This is an optimization exercise on Yosys and OpenROAD, whose aim is small area, not a production implementation.
The RTL was checked by simulation tests, not by an equivalence proof against the original design.

// VM
module VM ( i_product,
            i_money,
            i_buy,
            i_clk,
            i_rst_n,
            o_product,
            o_change,
            o_busy,
            o_no_change,
            o_strobe,
            o_need_more_money,
            o_future_change,
            o_empty);
input          i_clk, i_rst_n;
input   [3:0]  i_product;
input   [15:0] i_money;
input          i_buy;
output     [3:0]  o_product;
output reg [20:0] o_change;
output     [20:0] o_future_change;
output            o_busy;
output            o_no_change;
output            o_strobe;
output            o_need_more_money;
output            o_empty;
localparam PRICE = 100;
localparam S_START  = 3'b000;
localparam S_NOCH   = 3'b001;
localparam S_EMPTY  = 3'b010;
localparam S_CHOOSE = 3'b100;
localparam S_WAIT   = 3'b101;
localparam S_CALC   = 3'b110;
localparam S_PAY    = 3'b111;
reg [2:0] state, next_state;
reg [3:0] sold [1:10];
reg [4:0] cnt [0:14];
reg [20:0] money;
reg [20:0] future_change;
reg [3:0]  code_product;
reg [3:0]  chg;                
function [15:0] denom;
  input integer k;
  case (k)
    0:  denom = 16'd50000;
    1:  denom = 16'd20000;
    2:  denom = 16'd10000;
    3:  denom = 16'd5000;
    4:  denom = 16'd2000;
    5:  denom = 16'd1000;
    6:  denom = 16'd500;
    7:  denom = 16'd200;
    8:  denom = 16'd100;
  ...
clock: 12.0 ns
lec_check: 0
cap_margin: 5
core_margin: 2
core_utilization: 72
gpl_timing_driven: 0
place_density: 0.85
slew_margin: 5
standard.sh (not shown) runs the stock make flow with config.mk's settings and CLKGATE_MAP_FILE= SYNTH_SCRIPT=/design/flow/synth_recipe.tcl, a recipe that flattens the netlist after the stock synthesis.
==> flow/flow/run.sh <==
#!/bin/bash
# Own layout flow: the standard layout (standard.sh), with
#  - an area-oriented ABC script for the combinational logic (registers are mapped as in the
#    standard synthesis, before ABC runs, so they keep their names and cells),
#  - the smallest buffer on each input and output port,
#  - a clock tree without dummy loads.
# Each tool's full output is in orfs/logs/; make's output is in flow.log here.
set -euo pipefail
W=$PWD
F=$W/flow
cat > "$W/own_synth.tcl" <<EOT
proc abc {args} {
  set i [lsearch -exact \$args -script]
  if {\$i >= 0} { lset args [expr {\$i + 1}] $F/abc_area.script }
  yosys abc {*}\$args
}
source $W/synth_recipe.tcl
EOT
CTS="-sink_clustering_enable -repair_clock_nets -dont_use_dummy_load"
[[ -f $F/cts_args ]] && CTS=$(cat "$F/cts_args")
bash "$W/standard.sh" "SYNTH_SCRIPT=$W/own_synth.tcl" \
  "BUFFER_PORTS_ARGS=-buffer_cell sky130_fd_sc_hd__buf_1" \
  "CTS_ARGS=$CTS" finish > "$W/flow.log" 2>&1
==> flow/flow/abc_area.script <==
strash
&get -n
&st
&synch2
&if -K 6 -a
&mfs
&st
&synch2
&if -K 6 -a
&mfs
&st
&dch -f
&nf -R 1000
&put
topo
dnsize -c
==> flow/flow/cts_args <==
-sink_clustering_enable -repair_clock_nets -dont_use_dummy_load -buf_list sky130_fd_sc_hd__clkbuf_8 -sink_clustering_size 24 -sink_clustering_max_diameter 120
The first run passed the timing, DRC and antenna checks.
==> next run, changes <==
==> flow/flow/run.sh (replaced) <==
#!/bin/bash
# Own layout flow: the standard layout (standard.sh), with
#  - an area-oriented ABC script for the combinational logic and no quick ABC pass inside
#    Yosys's synth (registers are mapped as in the standard synthesis, before ABC runs, so
#    they keep their names and cells),
#  - the smallest buffer on each input and output port,
#  - a clock tree without dummy loads.
# Each tool's full output is in orfs/logs/; make's output is in flow.log here.
set -euo pipefail
W=$PWD
F=$W/flow
# synth_recipe.tcl with Yosys's quick ABC pass inside synth skipped (-noabc), so that the
# full adders are extracted from the RTL's own adder structure, and ABC's final mapping run
# with the area script.
{
  cat <<EOT
proc abc {args} {
  set i [lsearch -exact \$args -script]
  if {\$i >= 0} { lset args [expr {\$i + 1}] $F/abc_area.script }
  yosys abc {*}\$args
}
EOT
  sed 's/yosys synth -nofsm -noshare /yosys synth -nofsm -noshare /' "$W/synth_recipe.tcl"
} > "$W/own_synth.tcl"
CTS="-sink_clustering_enable -repair_clock_nets -dont_use_dummy_load"
[[ -f $F/cts_args ]] && CTS=$(cat "$F/cts_args")
# further make variables, one per line
EXTRA=()
if [[ -f $F/make_args ]]; then mapfile -t EXTRA < "$F/make_args"; fi
bash "$W/standard.sh" "SYNTH_SCRIPT=$W/own_synth.tcl" \
  "BUFFER_PORTS_ARGS=-buffer_cell sky130_fd_sc_hd__buf_1" \
  "CTS_ARGS=$CTS" "${EXTRA[@]}" finish > "$W/flow.log" 2>&1
==> flow/flow/abc_area.script (replaced) <==
strash
&get -n
&st
&synch2
&if -K 6 -a
&mfs
&st
&synch2
&if -K 6 -a
&mfs
&st
&dch -f
&put
amap
topo
dnsize -c
--- a/flow/config.mk
+++ b/flow/config.mk
@@ -8,6 +8,6 @@
 export CAP_MARGIN = 5
 export CORE_MARGIN = 2
-export CORE_UTILIZATION = 72
+export CORE_UTILIZATION = 65
 export GPL_TIMING_DRIVEN = 0
-export PLACE_DENSITY = 0.85
+export PLACE_DENSITY = 0.8
 export SLEW_MARGIN = 5
Routed wire length shrinks by 1.5%.
Synthesized area is lower by 0.33%.

## separate check: timing with driven ports
Ports are ideal in the flow. The routed layouts listed here were re-timed in OpenROAD. Step 1 assumes that a clkbuf_16 drives the clock port and a buf_2 every other input. Step 2, shift: input delay + t, output delay - t, t = (earliest + latest rising clock arrival at the registers) / 2. This alone moves slack from input paths to output paths. a / b / c = ideal / step 1 / step 2; a / b = the first two.
run | t (ns) | slack for setup (ns) | worst slew at a driven data input, ns | cell pins on the clock port's net
the first run | 0.499 | 0.525 / 0.486 / 0.903 | 0.05 | 1
the second run | 0.493 | 0.280 / 0.242 / 0.735 | 0.04 | 1
After both steps every run listed still meets setup and hold.
